What follows belongs to an exercise in optimizing a design on an open flow for small area; a production flow would make more cautious choices.
Only simulation tests tie the RTL to the original design; equivalence was not proved.
The flow treats the clock pin as an ideal source. Dropping or thinning the clock tree relies on that and would not hold on a real chip.
Power and IR drop assume default switching activity.

// seven_seg_controller
module seven_seg_controller (
    input clk,
    input reset,
    input avs_address,
    input avs_write,
    input [15:0] avs_writedata,
    output avs_waitrequest,
    output reg sr_data,
    output reg sr_clk,
    output reg sr_latch
);
    assign avs_waitrequest = 1'b0;
    localparam [5:0] ST_LOAD = 6'd31;
    localparam [5:0] ST_IDLE = 6'd6;
    reg        first;          
    reg [15:0] display_raw;    
    reg        display_ok;     
    reg [1:0]  digit_sel;
    reg [11:0] divq;           
    localparam [11:0] DIV_INV = 12'b1010_1010_1010;
    wire [11:0] div = divq ^ DIV_INV;   
    reg [10:0] tks;            
    reg        cyc23;          
    reg [17:0] rfq;            
    localparam [17:0] RFR_INV = 18'b10_1010_1010_1010_1010;
    wire [17:0] rfr = rfq ^ RFR_INV;    
    reg [3:0]  f_code;         
    reg [1:0]  f_digit;        
    reg [5:0]  st;
    wire div_z  = ~|div[10:0];
    wire div_fb = div[11] ^ div[0] ^ div[1] ^ div[7] ^ div_z;
    wire tks_z  = ~|tks[9:0];
    wire tks_fb = tks[10] ^ tks[1] ^ tks_z;
    wire rfr_z  = ~|rfr[16:0];
    wire rfr_fb = rfr[17] ^ rfr[6] ^ rfr_z;
    wire wr      = avs_write & ~avs_address;
    wire debug   = display_ok & (&display_raw);
    wire tick    = div[11] & div_z & ~first;    
    wire refresh = ~debug & rfr[17] & rfr_z & ~first;
    wire shifting = st[5];
  ...
==> module seven_seg_controller, before the edit <==
module seven_seg_controller (
    input clk,
    input reset,
    input avs_address,
    input avs_write,
    input [15:0] avs_writedata,
    output avs_waitrequest,
    output reg sr_data,
    output reg sr_clk,
    output reg sr_latch
);
    assign avs_waitrequest = 1'b0;
    localparam [5:0] ST_LOAD = 6'd31;
    localparam [5:0] ST_IDLE = 6'd6;
    reg        first;          
    reg [15:0] display_raw;    
    reg        display_ok;     
    reg [1:0]  digit_sel;
    reg [11:0] divq;           
    localparam [11:0] DIV_INV = 12'b1010_1010_1010;
    wire [11:0] div = divq ^ DIV_INV;   
    reg [10:0] tks;            
    reg        cyc23;          
    reg [17:0] rfq;            
    localparam [17:0] RFR_INV = 18'b10_1010_1010_1010_1010;
    wire [17:0] rfr = rfq ^ RFR_INV;    
    reg [3:0]  f_code;         
    reg [1:0]  f_digit;        
    reg [5:0]  st;
    wire div_z  = ~|div[10:0];
    wire div_fb = div[11] ^ div[0] ^ div[1] ^ div[7] ^ div_z;
    wire tks_z  = ~|tks[9:0];
    wire tks_fb = tks[10] ^ tks[1] ^ tks_z;
    wire rfr_z  = ~|rfr[16:0];
    wire rfr_fb = rfr[17] ^ rfr[6] ^ rfr_z;
    wire wr      = avs_write & ~avs_address;
    wire debug   = display_ok & (&display_raw);
    wire tick    = div[11] & div_z & ~first;    
    wire refresh = ~debug & rfr[17] & rfr_z & ~first;
    wire shifting = st[5];
    wire is_load  = ~st[5] & st[4];
    wire is_idle  = ~st[5] & st[2] & st[1] & ~st[0];
    wire is_hold  = ~st[5] & ~st[4] & ~(st[2] & (st[1] | st[0]));   
    wire        st_en = tick & ~is_idle;
    reg  [5:0]  st_c;
    integer i;
    always @(*) begin
        st_c[0] = st_en;
        for (i = 1; i < 6; i = i + 1)
            st_c[i] = st_c[i-1] & st[i-1];
    end
    wire [3:0] cur_code = display_raw[digit_sel*4 +: 4] & {4{display_ok}};
    localparam [15:0] SEG0 = 16'b1111110000010010;
    localparam [15:0] SEG1 = 16'b1111110001100000;
    localparam [15:0] SEG2 = 16'b1111110000000100;
    localparam [15:0] SEG3 = 16'b1111110010010010;
    localparam [15:0] SEG4 = 16'b1111111010111010;
    localparam [15:0] SEG5 = 16'b1111110010001110;
    localparam [15:0] SEG6 = 16'b1111110010000011;
    wire [7:0] seg = {1'b1, SEG6[f_code], SEG5[f_code], SEG4[f_code], SEG3[f_code],
                      SEG2[f_code], SEG1[f_code], SEG0[f_code]};
    wire [3:0] bi = st[4:1];
    wire frame_bit = bi[3] ? (bi[2] & (bi[1:0] == f_digit)) : seg[~bi[2:0]];
    always @(posedge clk or posedge reset) begin
        if (reset) begin
            first      <= 1'b1;
            display_ok <= 1'b0;
            sr_data    <= 1'b0;
            sr_clk     <= 1'b0;
            sr_latch   <= 1'b0;
        end else begin
            first <= 1'b0;
            if (wr)
                display_ok <= 1'b1;
            if (debug) begin
                sr_data  <= 1'b0;
                sr_clk   <= 1'b0;
                sr_latch <= cyc23;
            end else begin
                if (tick) begin
                    sr_clk   <= shifting & st[0];
                    sr_latch <= is_hold;
                    if (shifting)
                        sr_data <= frame_bit;
                    else if (is_idle)
                        sr_data <= 1'b0;
                end
            end
        end
    end
    always @(posedge clk) begin
        if (wr)
            display_raw <= avs_writedata;
        if (first)
            divq <= 12'd1 ^ DIV_INV;
        else
            divq <= {div[10:0], div_fb} ^ DIV_INV;
        if (first) begin
            digit_sel <= 2'd0;
            cyc23     <= 1'b0;
        end else begin
            digit_sel <= digit_sel ^ {refresh & digit_sel[0], refresh};
            cyc23     <= cyc23 ^ (tick & tks[10] & tks_z);
        end
        if (first)
            tks <= 11'd0;
        else if (tick)
            tks <= {tks[9:0], tks_fb};
        if (first)
            divq <= 12'd1 ^ DIV_INV;
        else
            divq <= {div[10:0], div_fb} ^ DIV_INV;
        if (first) begin
            digit_sel <= 2'd0;
            cyc23     <= 1'b0;
        end else begin
            digit_sel <= digit_sel ^ {refresh & digit_sel[0], refresh};
            cyc23     <= cyc23 ^ (tick & tks[10] & tks_z);
        end
        if (first)
            tks <= 11'd0;
        else if (tick)
            tks <= {tks[9:0], tks_fb};
        if (wr && !refresh)
            rfq <= 18'h20000 ^ RFR_INV;
        else if (first)
            rfq <= 18'd1 ^ RFR_INV;
        else
            rfq <= {rfr[16:0], rfr_fb} ^ RFR_INV;
        if (first || debug)
            st <= ST_IDLE;
        else if (st_en)
            st <= st ^ st_c;
        else if (refresh)
            st <= ST_LOAD;
        if (tick && is_load && !debug) begin
            f_code  <= cur_code;
            f_digit <= digit_sel;
        end
    end
endmodule
export LEC_CHECK = 0
export CAP_MARGIN = 20
export CORE_MARGIN = 2
export CORE_UTILIZATION = 40
export SLEW_MARGIN = 20
create_clock -name core_clock -period 10.0 [get_ports {clk}]
standard.sh (not shown) runs the stock make flow with config.mk's settings and CLKGATE_MAP_FILE= SYNTH_SCRIPT=/design/flow/synth_recipe.tcl, a recipe that flattens the netlist after the stock synthesis.
==> flow/flow/run.sh <==
#!/bin/bash
# Own layout flow: the standard ORFS flow (standard.sh) with these changes
#  - synthesis: the standard flow's synthesis script with the logic mapped by an
#    area-oriented ABC script (flow/synth.tcl, flow/area.abc), and without
#    ORFS's half/full-adder extraction (ADDER_MAP_FILE empty), so ABC maps
#    that logic as well; registers are untouched;
#  - after floorplan, every cell is swapped for the smallest cell of its
#    family (same function, lowest drive); repair_design later upsizes
#    whatever slew or load limits need (flow/downsize.tcl);
#  - the port buffers are buf_1 rather than the delay-buffer cell;
#  - the clock tree is four clkbuf_8, each driving a quarter of the
#    flip-flops, all four driven by the clock port (flow/pre_cts.tcl).
# Output of the whole make run goes to flow_make.log in the work folder.
set -euo pipefail
W=$PWD
export FLOW_SYNTH_TCL=$W/synth_recipe.tcl
export FLOW_ABC_SCRIPT=$W/flow/area.abc
export POST_FLOORPLAN_TCL=$W/flow/downsize.tcl
export BUFFER_PORTS_ARGS="-buffer_cell sky130_fd_sc_hd__buf_1"
export PRE_CTS_TCL=$W/flow/pre_cts.tcl
export CLKBUF_CELL=sky130_fd_sc_hd__clkbuf_8
export CLK_CLUSTERS=4
sed -e "s#SYNTH_SCRIPT=[^ ]*#SYNTH_SCRIPT=$W/flow/synth.tcl ADDER_MAP_FILE=#" standard.sh > flow_standard.sh
grep -q "SYNTH_SCRIPT=$W/flow/synth.tcl" flow_standard.sh
bash flow_standard.sh > "$W/flow_make.log" 2>&1
Other scripts of this flow, unchanged in this note and not shown: flow/flow/area.abc, flow/flow/downsize.tcl, flow/flow/pre_cts.tcl, flow/flow/synth.tcl
Next try:
--- a/flow/design.v
+++ b/flow/design.v
@@ -17,7 +17,5 @@
     reg        display_ok;     
     reg [1:0]  digit_sel;
-    reg [11:0] divq;           
-    localparam [11:0] DIV_INV = 12'b1010_1010_1010;
-    wire [11:0] div = divq ^ DIV_INV;   
+    reg [11:0] div;            
     reg [10:0] tks;            
     reg        cyc23;          
@@ -25,4 +23,5 @@
     localparam [17:0] RFR_INV = 18'b10_1010_1010_1010_1010;
     wire [17:0] rfr = rfq ^ RFR_INV;    
+    reg        load_req;
     reg [3:0]  f_code;         
     reg [1:0]  f_digit;        
@@ -36,6 +35,6 @@
     wire wr      = avs_write & ~avs_address;
     wire debug   = display_ok & (&display_raw);
-    wire tick    = div[11] & div_z & ~first;    
-    wire refresh = ~debug & rfr[17] & rfr_z & ~first;
+    wire tick    = div[11] & div_z;             
+    wire refresh = ~debug & (load_req | (rfr[17] & rfr_z & ~first));
     wire shifting = st[5];
     wire is_load  = ~st[5] & st[4];
@@ -66,4 +65,8 @@
             first      <= 1'b1;
             display_ok <= 1'b0;
+            digit_sel  <= 2'd0;
+            div        <= 12'd0;
+            cyc23      <= 1'b0;
+            load_req   <= 1'b0;
             sr_data    <= 1'b0;
             sr_clk     <= 1'b0;
@@ -71,6 +74,9 @@
         end else begin
             first <= 1'b0;
+            div <= {div[10:0], div_fb};
+            cyc23 <= cyc23 ^ (tick & tks[10] & tks_z);
             if (wr)
                 display_ok <= 1'b1;
+            load_req <= ~refresh & (wr | load_req);
             if (debug) begin
                 sr_data  <= 1'b0;
@@ -78,4 +84,5 @@
                 sr_latch <= cyc23;
             end else begin
+                digit_sel <= digit_sel ^ {refresh & digit_sel[0], refresh};
                 if (tick) begin
                     sr_clk   <= shifting & st[0];
@@ -93,14 +100,7 @@
             display_raw <= avs_writedata;
         if (first)
-            divq <= 12'd1 ^ DIV_INV;
-        else
-            divq <= {div[10:0], div_fb} ^ DIV_INV;
-        if (first) begin
-            digit_sel <= 2'd0;
-            cyc23     <= 1'b0;
-        end else begin
-            digit_sel <= digit_sel ^ {refresh & digit_sel[0], refresh};
-            cyc23     <= cyc23 ^ (tick & tks[10] & tks_z);
-        end
+            tks <= 11'd0;
+        else if (tick)
+            tks <= {tks[9:0], tks_fb};
         if (first)
             tks <= 11'd0;
@@ -108,22 +108,7 @@
             tks <= {tks[9:0], tks_fb};
         if (first)
-            divq <= 12'd1 ^ DIV_INV;
-        else
-            divq <= {div[10:0], div_fb} ^ DIV_INV;
-        if (first) begin
-            digit_sel <= 2'd0;
-            cyc23     <= 1'b0;
-        end else begin
-            digit_sel <= digit_sel ^ {refresh & digit_sel[0], refresh};
-            cyc23     <= cyc23 ^ (tick & tks[10] & tks_z);
-        end
-        if (first)
-            tks <= 11'd0;
-        else if (tick)
-            tks <= {tks[9:0], tks_fb};
-        if (wr && !refresh)
-            rfq <= 18'h20000 ^ RFR_INV;
-        else if (first)
             rfq <= 18'd1 ^ RFR_INV;
+        else if (load_req)
+            rfq <= RFR_INV;
         else
             rfq <= {rfr[16:0], rfr_fb} ^ RFR_INV;
=> The changed run ran to the end with no violations. Critical path depth shrinks by 4. Core utilization hardly moves. Clock power is about the same. Via count shrinks by 5.3%. Worst hold slack got worse by 10 ps. Die area grows by 0.88%. Total power grows by 18%. Register-to-register slack got worse by 30 ps. First-iteration DRC count shrinks by 14%. Wire length shrinks by 7.3%.
In every run of this note, the design's own scripts or RTL, not TritonCTS, make the clock network.

==> re-timing with driven ports <==
How much do the figures lean on ideal ports? The routed layouts below were timed once more, with nothing changed but the port constraints.
Step 1: set_driving_cell puts a clkbuf_16 on clk and a buf_2 on each other input, an assumption about the parent block.
Step 2 adds t to the input delays and takes it off the output delays; t is the mean of the earliest and latest rising clock arrival at the registers after step 1. Input paths then give back, and output paths get back, about the clock's delay inside the block.
Slacks: no drivers / after step 1 / after step 2; pairs: no drivers / after step 1.
run	t, ns	slack for setup (ns)	worst slew at a driven data input, ns
the first run	0.221	7.150 / 7.186 / 6.965	0.04
the second run	0.223	7.296 / 7.236 / 7.258	0.03
After both steps every run listed still meets setup and hold. The setup slack of the first run, which loses most, moves by +0.036 ns with the drivers and by -0.185 ns with both steps.
